Background: an optimization exercise with open tools, aiming at a short achievable clock period and few clock cycles. Do not read the settings as production practice. Function was checked by simulation only, so behaviour that the tests miss may differ from the original. The flow treats the clock pin as an ideal source, which a real chip does not have. No activity file was given, so power comes from the tool's default toggle rates.

== job 3515 ==
==> flow/design.v <==
`timescale 1ns / 1ps
module MIPS_DLX(
	input         clock,
	input         reset,
	input         enable,
	output [9:0]  imem_addr,
	input  [31:0] imem_data,
	output [9:0]  dmem_addr,
	output [31:0] dmem_wdata,
	output        dmem_we,
	input  [31:0] dmem_rdata
);
reg [9:0]  pc;
reg        e_we, e_load, e_store, e_br;
reg        e_mis_eq, e_mis_ne;            
reg        e_pred, e_bne;
reg [4:0]  e_dst;
reg [9:0]  e_pc1, e_tgt;                  
reg [9:0]  e_pc;
reg        e_hit, e_spred;
reg [1:0]  e_ctr;
reg        e_fa, e_fb, e_fc;              
reg [31:0] e_a, e_b, e_c;                 
reg        e_sub, e_arith, e_and, e_or, e_xor, e_nor, e_slt, e_sltu;
reg        e_sll, e_sr, e_sra, e_big;
reg        e_ek_addi, e_ek_andi, e_ek_slt, e_ek_sltu, e_ek_ld, e_ezk;
reg [31:0] e_negimm;
reg [4:0]  x_lo, x_hi0, x_hi1;
reg        x_c;
reg [31:0] x_wdata;
reg        x_sfwd;                        
reg [31:0] m_res;
reg [31:0] rf [1:31];
wire [31:0] R = dmem_rdata;
assign dmem_addr  = {x_c ? x_hi1 : x_hi0, x_lo};
assign dmem_wdata = x_sfwd ? m_res : x_wdata;
assign dmem_we    = e_store & enable;
wire [31:0] a = e_fa ? m_res : e_a;
wire [31:0] b = e_fb ? m_res : e_b;
wire [31:0] c = e_fc ? m_res : e_c;
wire [31:0] cx   = c ^ {32{e_sub}};
wire [32:0] sum  = {1'b0, a} + {1'b0, cx} + {32'd0, e_sub};
wire        lt   = (a[31] ^ c[31]) ? a[31] : sum[31];
wire        ltu  = ~sum[32];
wire [4:0]  sh   = c[4:0];
wire        big  = e_big & (|c[31:5]);
wire [31:0] shl  = a << sh;
wire [32:0] shr  = $signed({e_sra & a[31], a}) >>> sh;
wire [31:0] res_shl = big ? 32'd0 : shl;
wire [31:0] res_shr = big ? {32{e_sra & a[31]}} : shr[31:0];
wire [31:0] res = ({32{e_arith}} & sum[31:0])
                | ({32{e_and}}   & (a & c))
                | ({32{e_or}}    & (a | c))
                | ({32{e_xor}}   & (a ^ c))
                | ({32{e_nor}}   & ~(a | c))
                | {31'd0, (e_slt & lt) | (e_sltu & ltu)}
                | ({32{e_sll}}   & res_shl)
                | ({32{e_sr}}    & res_shr)
                | ({32{e_load}}  & R);
wire        eq_rr      = (e_a == e_b);
wire        eq_mr      = (m_res == e_b);
wire        eq_rm      = (e_a == m_res);
wire        eq         = e_fa ? (e_fb ? 1'b1 : eq_mr) : (e_fb ? eq_rm : eq_rr);
wire        taken      = eq ^ e_bne;
wire        mispredict = eq ? e_mis_eq : e_mis_ne;
wire        z_addi = e_fa ? (m_res == e_negimm) : (e_a == e_negimm);
wire        ezero = (e_ek_addi & z_addi) | (e_ek_andi & ~|(a & c)) |
                    (e_ek_slt & ~lt) | (e_ek_sltu & ~ltu) | (e_ek_ld & ~|R);
wire [9:0]  sum10 = a[9:0] + cx[9:0] + {9'd0, e_sub};
wire [31:0] ins   = imem_data;
wire [5:0]  op    = ins[31:26];
wire [4:0]  rs    = ins[25:21];
wire [4:0]  rt    = ins[20:16];
wire [4:0]  rd    = ins[15:11];
wire [5:0]  funct = ins[5:0];
wire is_r    = op == 6'b000000;
wire is_j    = op == 6'b000010;
wire is_beq  = op == 6'b000100;
wire is_bne  = op == 6'b000101;
wire is_addi = op == 6'b001000;
wire is_slti = op == 6'b001010;
wire is_andi = op == 6'b001100;
wire is_ori  = op == 6'b001101;
wire is_xori = op == 6'b001110;
wire is_lw   = op == 6'b100011;
wire is_sw   = op == 6'b101011;
wire is_imm  = is_addi | is_slti | is_andi | is_ori | is_xori;
wire is_br   = is_beq | is_bne;
wire is_mem  = is_lw | is_sw;
wire [4:0] dst = is_r ? rd : rt;
wire       we  = (is_r | is_imm | is_lw) & (dst != 5'd0);
wire f_add  = is_r & (funct == 6'h20 || funct == 6'h21);
wire f_sub  = is_r & (funct == 6'h22 || funct == 6'h23);
wire f_or   = is_r & (funct == 6'h25);
wire f_xor  = is_r & (funct == 6'h26);
wire f_nor  = is_r & (funct == 6'h27);
wire f_slt  = is_r & (funct == 6'h2a);
wire f_sltu = is_r & (funct == 6'h2b);
wire f_sll  = is_r & (funct == 6'h00);
wire f_srl  = is_r & (funct == 6'h02);
wire f_sra  = is_r & (funct == 6'h03);
wire f_sllv = is_r & (funct == 6'h04);
wire f_srlv = is_r & (funct == 6'h06);
wire f_srav = is_r & (funct == 6'h07);
wire f_and  = is_r & ~(f_add | f_sub | f_or | f_xor | f_nor | f_slt | f_sltu |
                       f_sll | f_srl | f_sra | f_sllv | f_srlv | f_srav);
wire [31:0] imm = {{16{ins[15]}}, ins[15:0]};
wire [31:0] rf_a = (rs == 5'd0) ? 32'd0 : rf[rs];
wire [31:0] rf_b = (rt == 5'd0) ? 32'd0 : rf[rt];
wire [31:0] val_a = rf_a;
wire [31:0] val_b = rf_b;
wire fwd_a = e_we & (e_dst == rs);
wire fwd_b = e_we & (e_dst == rt);
wire       e_addsub = e_arith;                   
wire       stall    = is_mem & fwd_a & ~e_load & ~e_addsub;
wire [9:0] base     = fwd_a ? (e_load ? R[9:0] : sum10) : val_a[9:0];
wire [5:0] a_lo     = {1'b0, base[4:0]} + {1'b0, ins[4:0]};
wire [4:0] a_hi0    = base[9:5] + ins[9:5];
wire [4:0] a_hi1    = base[9:5] + ins[9:5] + 5'd1;
wire same  = rs == rt;
wire spred = is_beq ? (same | ins[15]) : ~same;
reg [31:0]  bp_v;
reg [159:0] bp_tag;
reg [63:0]  bp_ctr;
wire [4:0] bp_i   = pc[4:0];
wire       bp_hit = bp_v[bp_i] & (bp_tag[bp_i*5 +: 5] == pc[9:5]);
wire [1:0] bp_c   = bp_ctr[bp_i*2 +: 2];
wire       dpred  = bp_hit ? bp_c[1] : spred;
wire [4:0] zr       = (rt == 5'd0) ? rs : rt;
wire       early_ok = is_br & ~same & ((rt == 5'd0) | (rs == 5'd0)) &
                      e_we & e_ezk & (e_dst == zr);
wire       pred     = early_ok ? (is_beq ? ezero : ~ezero) : dpred;
wire [9:0] pc1 = pc + 10'd1;
wire [9:0] tgt = pc + ins[9:0];
wire [9:0] f_next = stall ? pc : (is_br & pred) ? tgt : (is_j ? ins[9:0] : pc1);
assign imem_addr = pc;
always @(posedge clock) begin
	if (reset)
		pc <= 10'd0;
	else if (enable)
		pc <= mispredict ? (e_pred ? e_pc1 : e_tgt) : f_next;
end
wire kill = mispredict | stall;       
always @(posedge clock) begin
	if (reset) begin
		e_we <= 1'b0; e_load <= 1'b0; e_store <= 1'b0; e_br <= 1'b0;
		e_mis_eq <= 1'b0; e_mis_ne <= 1'b0;
	end else if (enable) begin
		e_we     <= we & ~kill;
		e_load   <= is_lw & ~kill;
		e_store  <= is_sw & ~kill;
		e_br     <= is_br & ~kill;
		e_mis_eq <= is_br & ~kill & (is_bne == pred);
		e_mis_ne <= is_br & ~kill & (is_bne != pred);
	end
end
always @(posedge clock) begin
	if (enable) begin
		e_dst    <= dst;
		e_bne    <= is_bne;
		e_pred   <= pred;
		e_pc1    <= pc1;
		e_tgt    <= tgt;
		e_pc     <= pc;
		e_hit    <= bp_hit;
		e_spred  <= spred;
		e_ctr    <= bp_c;
		e_fa     <= fwd_a;
		e_fb     <= fwd_b;
		e_fc     <= fwd_b & ~is_imm;
		e_a      <= val_a;
		e_b      <= val_b;
		e_c      <= is_imm ? imm : val_b;
		e_sub    <= f_sub | f_slt | f_sltu | is_slti;
		e_arith  <= f_add | f_sub | is_addi;
		e_and    <= f_and | is_andi;
		e_or     <= f_or | is_ori;
		e_xor    <= f_xor | is_xori;
		e_nor    <= f_nor;
		e_slt    <= f_slt | is_slti;
		e_sltu   <= f_sltu;
		e_sll    <= f_sll | f_sllv;
		e_sr     <= f_srl | f_sra | f_srlv | f_srav;
		e_sra    <= f_sra | f_srav;
		e_big    <= f_sll | f_srl | f_sra;
		e_ek_addi <= is_addi;
		e_ek_andi <= is_andi;
		e_ek_slt  <= f_slt | is_slti;
		e_ek_sltu <= f_sltu;
		e_ek_ld   <= is_lw;
		e_ezk     <= is_addi | is_andi | f_slt | is_slti | f_sltu | is_lw;
		e_negimm  <= 32'd0 - imm;
		x_lo     <= a_lo[4:0];
		x_c      <= a_lo[5];
		x_hi0    <= a_hi0;
		x_hi1    <= a_hi1;
		x_wdata  <= val_b;
		x_sfwd   <= fwd_b;
	end
end
always @(posedge clock) begin
	if (enable)
		m_res <= res;
end
wire [1:0] ctr0  = e_hit ? e_ctr : (e_spred ? 2'b10 : 2'b01);
wire [1:0] ctr_t = (ctr0 == 2'b11) ? 2'b11 : ctr0 + 2'b01;
wire [1:0] ctr_n = (ctr0 == 2'b00) ? 2'b00 : ctr0 - 2'b01;
reg        u_v;
reg [9:0]  u_pc;
reg [1:0]  u_ctr;
always @(posedge clock) begin
	if (reset)
		u_v <= 1'b0;
	else if (enable)
		u_v <= e_br;
end
always @(posedge clock) begin
	if (enable) begin
		u_pc  <= e_pc;
		u_ctr <= taken ? ctr_t : ctr_n;
	end
end
always @(posedge clock) begin
	if (reset) begin
		bp_v <= 32'd0;
	end else if (enable && u_v) begin
		bp_v[u_pc[4:0]] <= 1'b1;
	end
end
always @(posedge clock) begin
	if (enable && u_v) begin
		bp_tag[u_pc[4:0]*5 +: 5] <= u_pc[9:5];
		bp_ctr[u_pc[4:0]*2 +: 2] <= u_ctr;
	end
end
always @(posedge clock) begin
	if (e_we)
		rf[e_dst] <= res;
end
endmodule
clock: 10.0 ns
lec_check: 0
cap_margin: 20
core_margin: 2
core_utilization: 40
slew_margin: 20
standard.sh (not shown) runs the stock make flow with config.mk's settings and CLKGATE_MAP_FILE= SYNTH_SCRIPT=/design/flow/synth_recipe.tcl, a recipe that flattens the netlist after the stock synthesis.
==> flow/flow/run.sh <==
#!/bin/bash
# Standard ORFS layout with delay cells kept out of the netlist and
# repair_timing asked for more setup slack than the default.
set -euo pipefail
DONT_USE="sky130_fd_sc_hd__probe_p_8 sky130_fd_sc_hd__probec_p_8 sky130_fd_sc_hd__lpflow_bleeder_1 sky130_fd_sc_hd__lpflow_clkbufkapwr_1 sky130_fd_sc_hd__lpflow_clkbufkapwr_16 sky130_fd_sc_hd__lpflow_clkbufkapwr_2 sky130_fd_sc_hd__lpflow_clkbufkapwr_4 sky130_fd_sc_hd__lpflow_clkbufkapwr_8 sky130_fd_sc_hd__lpflow_clkinvkapwr_1 sky130_fd_sc_hd__lpflow_clkinvkapwr_16 sky130_fd_sc_hd__lpflow_clkinvkapwr_2 sky130_fd_sc_hd__lpflow_clkinvkapwr_4 sky130_fd_sc_hd__lpflow_clkinvkapwr_8 sky130_fd_sc_hd__lpflow_decapkapwr_12 sky130_fd_sc_hd__lpflow_decapkapwr_3 sky130_fd_sc_hd__lpflow_decapkapwr_4 sky130_fd_sc_hd__lpflow_decapkapwr_6 sky130_fd_sc_hd__lpflow_decapkapwr_8 sky130_fd_sc_hd__lpflow_inputiso0n_1 sky130_fd_sc_hd__lpflow_inputiso0p_1 sky130_fd_sc_hd__lpflow_inputiso1n_1 sky130_fd_sc_hd__lpflow_inputiso1p_1 sky130_fd_sc_hd__lpflow_inputisolatch_1 sky130_fd_sc_hd__lpflow_isobufsrc_1 sky130_fd_sc_hd__lpflow_isobufsrc_16 sky130_fd_sc_hd__lpflow_isobufsrc_2 sky130_fd_sc_hd__lpflow_isobufsrc_4 sky130_fd_sc_hd__lpflow_isobufsrc_8 sky130_fd_sc_hd__lpflow_isobufsrckapwr_16 sky130_fd_sc_hd__lpflow_lsbuf_lh_hl_isowell_tap_1 sky130_fd_sc_hd__lpflow_lsbuf_lh_hl_isowell_tap_2 sky130_fd_sc_hd__lpflow_lsbuf_lh_hl_isowell_tap_4 sky130_fd_sc_hd__lpflow_lsbuf_lh_isowell_4 sky130_fd_sc_hd__lpflow_lsbuf_lh_isowell_tap_1 sky130_fd_sc_hd__lpflow_lsbuf_lh_isowell_tap_2 sky130_fd_sc_hd__lpflow_lsbuf_lh_isowell_tap_4 sky130_fd_sc_hd__fill_1 sky130_fd_sc_hd__fill_2 sky130_fd_sc_hd__fill_4 sky130_fd_sc_hd__fill_8  sky130_fd_sc_hd__clkdlybuf4s15_1 sky130_fd_sc_hd__clkdlybuf4s15_2 sky130_fd_sc_hd__clkdlybuf4s18_1 sky130_fd_sc_hd__clkdlybuf4s18_2 sky130_fd_sc_hd__clkdlybuf4s25_1 sky130_fd_sc_hd__clkdlybuf4s25_2 sky130_fd_sc_hd__clkdlybuf4s50_1 sky130_fd_sc_hd__clkdlybuf4s50_2 sky130_fd_sc_hd__dlygate4sd1_1 sky130_fd_sc_hd__dlygate4sd2_1 sky130_fd_sc_hd__dlygate4sd3_1 sky130_fd_sc_hd__dlymetal6s2s_1 sky130_fd_sc_hd__dlymetal6s4s_1 sky130_fd_sc_hd__dlymetal6s6s_1"
bash standard.sh "DONT_USE_CELLS=$DONT_USE" SETUP_SLACK_MARGIN=5.4 finish > standard.log 2>&1
Testbench counts of job 3515, summed over its fixed seeds: cycles 30,452.
Changes in job 8262 relative to job 3515:
--- a/flow/flow/run.sh
+++ b/flow/flow/run.sh
@@ -6 +6 @@
-bash standard.sh "DONT_USE_CELLS=$DONT_USE" SETUP_SLACK_MARGIN=5.4 finish > standard.log 2>&1
+bash standard.sh "DONT_USE_CELLS=$DONT_USE" SETUP_SLACK_MARGIN=5.6 SLEW_MARGIN=50 CAP_MARGIN=50 POST_CTS_TCL="$PWD/flow/post_cts.tcl" finish > standard.log 2>&1
==> flow/flow/post_cts.tcl (new file) <==
# Extra timing repair at the end of ORFS's CTS step (before 4_1_cts.odb is
# written): fix slow transitions, then more setup repair passes, then
# legalize the placement again.
puts "post_cts: extra repair"
estimate_parasitics -placement
repair_design -slew_margin 50 -cap_margin 50 -verbose
estimate_parasitics -placement
repair_timing -setup -setup_margin 5.6 -repair_tns 100 -verbose
detailed_placement
estimate_parasitics -placement
repair_timing -setup -setup_margin 5.6 -repair_tns 100 -verbose
detailed_placement
check_placement -verbose
report_worst_slack -max
==> notes.md <==
- Of the two candidates, job 3515 has the worse max-slew headroom at the worst pin and job 8262 the better one.
- Non-clock inverter count in the final layout (higher): job 3515
- A master of the slowest instance on the critical path of o221ai_4 is what job 3515 shows, while mux4_2 belongs to job 8262.
- As of job 8262, first-pass GRT wire length had risen slightly compared to job 3515.
- Worst hold slack (higher): job 8262
- Job 8262: power consumption lower than job 3515
- Measured against each other, job 8262 and job 3515 differ in worst endpoint data arrival time, the lower figure coming from job 8262.
- Comparing job 8262 and job 3515, the higher number of nets at the end of the flow was measured on job 8262.
- Changes observed in job 8262 relative to job 3515: critical path depth now sits higher; maximum frequency moved up.
Here is what was changed in the inputs of job 6614 compared with job 8262.
--- a/flow/flow/run.sh
+++ b/flow/flow/run.sh
@@ -6 +6 @@
-bash standard.sh "DONT_USE_CELLS=$DONT_USE" SETUP_SLACK_MARGIN=5.6 SLEW_MARGIN=50 CAP_MARGIN=50 POST_CTS_TCL="$PWD/flow/post_cts.tcl" finish > standard.log 2>&1
+bash standard.sh "DONT_USE_CELLS=$DONT_USE" SETUP_SLACK_MARGIN=5.6 SLEW_MARGIN=50 CAP_MARGIN=50 finish > standard.log 2>&1
removed: flow/flow/post_cts.tcl
## What came out
The number of enable flip-flop cells after synthesis on job 8262 is in line with that on job 6614.
Detailed-routed wire length on met2 of job 6614 is on par with job 8262.
Job 6614 and job 8262 ended up with nearly the same combined area of the multi-input logic cells.
Between job 6614 and job 8262, the post-layout total power figures differ only marginally.
Between job 8262 and job 6614, the flow reports initial antenna violation count increasing by more than 10%.
For job 5207, these inputs were changed with respect to job 6614:
--- a/flow/flow/run.sh
+++ b/flow/flow/run.sh
@@ -6 +6 @@
-bash standard.sh "DONT_USE_CELLS=$DONT_USE" SETUP_SLACK_MARGIN=5.6 SLEW_MARGIN=50 CAP_MARGIN=50 finish > standard.log 2>&1
+bash standard.sh "DONT_USE_CELLS=$DONT_USE" SETUP_SLACK_MARGIN=5.6 finish > standard.log 2>&1
==> notes.md <==
Net count after synthesis came out exactly the same in job 6614 and job 5207.
Job 5207 vs. job 6614: power went down by 1.3%.
The run showing the smaller count of clock-buffer cells in the layout is job 6614.
Re met2 track demand over resource in global routing: job 5207 is 0.43 points up on job 6614.
Time the final worst path needs with I/O delays and setup in job 5207 vs job 6614: up 0.029 ns
Comparing job 6614 and job 5207, the higher buffer share of cell area was measured on job 6614.
Sort job 6614 and job 5207 by length of routed met3 wiring asc -> top: job 5207
Relative to job 6614, the power share of the combinational group of job 5207 is higher by 0.4 points.
Flip-flop and latch share of the layout cell area: higher on job 5207
Input-level comparison between job 2333 and job 5207:
--- a/flow/flow/run.sh
+++ b/flow/flow/run.sh
@@ -6 +6 @@
-bash standard.sh "DONT_USE_CELLS=$DONT_USE" SETUP_SLACK_MARGIN=5.6 finish > standard.log 2>&1
+bash standard.sh "DONT_USE_CELLS=$DONT_USE" SETUP_SLACK_MARGIN=5.6 SLEW_MARGIN=50 CAP_MARGIN=50 POST_CTS_TCL="$PWD/flow/post_cts.tcl" POST_GLOBAL_ROUTE_TCL="$PWD/flow/post_grt.tcl" finish > standard.log 2>&1
==> flow/flow/post_cts.tcl (new file) <==
# Extra timing repair at the end of ORFS's CTS step (before 4_1_cts.odb is
# written): fix slow transitions, then more setup repair passes, then
# legalize the placement again.
puts "post_cts: extra repair"
estimate_parasitics -placement
repair_design -slew_margin 50 -cap_margin 50 -verbose
estimate_parasitics -placement
repair_timing -setup -setup_margin 5.6 -repair_tns 100 -verbose
detailed_placement
estimate_parasitics -placement
repair_timing -setup -setup_margin 5.6 -repair_tns 100 -verbose
detailed_placement
check_placement -verbose
report_worst_slack -max
==> flow/flow/post_grt.tcl (new file) <==
# Extra timing repair at the end of ORFS's global-route step, with global-route
# parasitics; the nets it changes are routed again incrementally.
puts "post_grt: extra repair"
estimate_parasitics -global_routing
repair_design -slew_margin 50 -cap_margin 50 -verbose
estimate_parasitics -global_routing
repair_timing -setup -setup_margin 5.6 -repair_tns 100 -verbose
global_route -start_incremental
detailed_placement
global_route -end_incremental
check_placement -verbose
estimate_parasitics -global_routing
report_worst_slack -max
## What came out
- Area of the multi-input gates essentially unchanged between job 5207 and job 2333.
- Of the two candidates, job 5207 has the worse setup slack and job 2333 the better one.
- Compared to job 5207, job 2333 has critical path depth 4 lower.
- Job 5207 → job 2333: routed wire length shows a reduction of about 0.6%; maximum clock rate now larger.
- There was hardly any difference in via total after detailed routing between job 5207 and job 2333.
- The clock group share of total power reported for job 2333 is greater than that of job 5207 by 0.9 points.
- On final cycle utilization of the critical path: between job 5207 and job 2333, it ends up higher for job 5207.
- Total of clock buffers placed in the layout (higher): job 5207
Here is what was changed in the inputs of job 1762 compared with job 2333.
--- a/flow/flow/run.sh
+++ b/flow/flow/run.sh
@@ -6 +6 @@
-bash standard.sh "DONT_USE_CELLS=$DONT_USE" SETUP_SLACK_MARGIN=5.6 SLEW_MARGIN=50 CAP_MARGIN=50 POST_CTS_TCL="$PWD/flow/post_cts.tcl" POST_GLOBAL_ROUTE_TCL="$PWD/flow/post_grt.tcl" finish > standard.log 2>&1
+bash standard.sh "DONT_USE_CELLS=$DONT_USE" SETUP_SLACK_MARGIN=5.6 SLEW_MARGIN=75 CAP_MARGIN=75 finish > standard.log 2>&1
removed: flow/flow/post_cts.tcl
removed: flow/flow/post_grt.tcl
--- outcome ---
Job 1762 reached the end of the flow, and the finished layout is clean on the timing, DRC and antenna checks. Job 2333: all stages complete, timing, DRC and antenna checks passed. Looking at setup slack across both flows, job 1762 is the weaker of the two, with job 2333 ahead. Diff job 2333 -> job 1762 | fill cell total of the finished layout | down by a few percent. The final reports for job 1762 and job 2333 show final antenna diode count lower in the former. Summary of job 1762 over job 2333: synthesized net count neither gained nor lost much, switching power went up by about 3.5%.

-- static timing again, ports no longer ideal --
How much do the figures lean on ideal ports? The routed layouts below were timed once more, with nothing changed but the port constraints. Step 1, drivers: a clkbuf_16 drives clock and a buf_2 each remaining input, both assumed. Step 2 times the ports against the registers' clock, not the clock port: input delays grow and output delays shrink by t, the midpoint of the rising clock arrivals with the driver on. Three values: no drivers, after step 1, after step 2; two values: the first two.
| run | t (ns) | setup WS [ns] | slew at the worst register clock pin (ns) | worst slew at a driven data input, ns |
|---|---|---|---|---|
| job 3515 | 0.893 | 5.372 / 5.252 / 4.359 | 0.07 / 0.07 | 0.28 |
| job 8262 | 0.889 | 5.563 / 5.296 / 4.407 | 0.07 / 0.07 | 0.36 |
| job 6614 | 0.885 | 5.539 / 5.284 / 4.400 | 0.07 / 0.07 | 0.34 |
| job 5207 | 0.900 | 5.510 / 5.311 / 4.410 | 0.06 / 0.06 | 0.29 |
| job 2333 | 0.891 | 5.550 / 5.277 / 4.386 | 0.07 / 0.07 | 0.36 |
| job 1762 | 0.889 | 5.435 / 5.338 / 4.456 | 0.07 / 0.07 | 0.28 |
After both steps every run listed still meets setup and hold. The setup slack of job 2333, which loses most, moves by -0.273 ns with the drivers and by -1.164 ns with both steps.
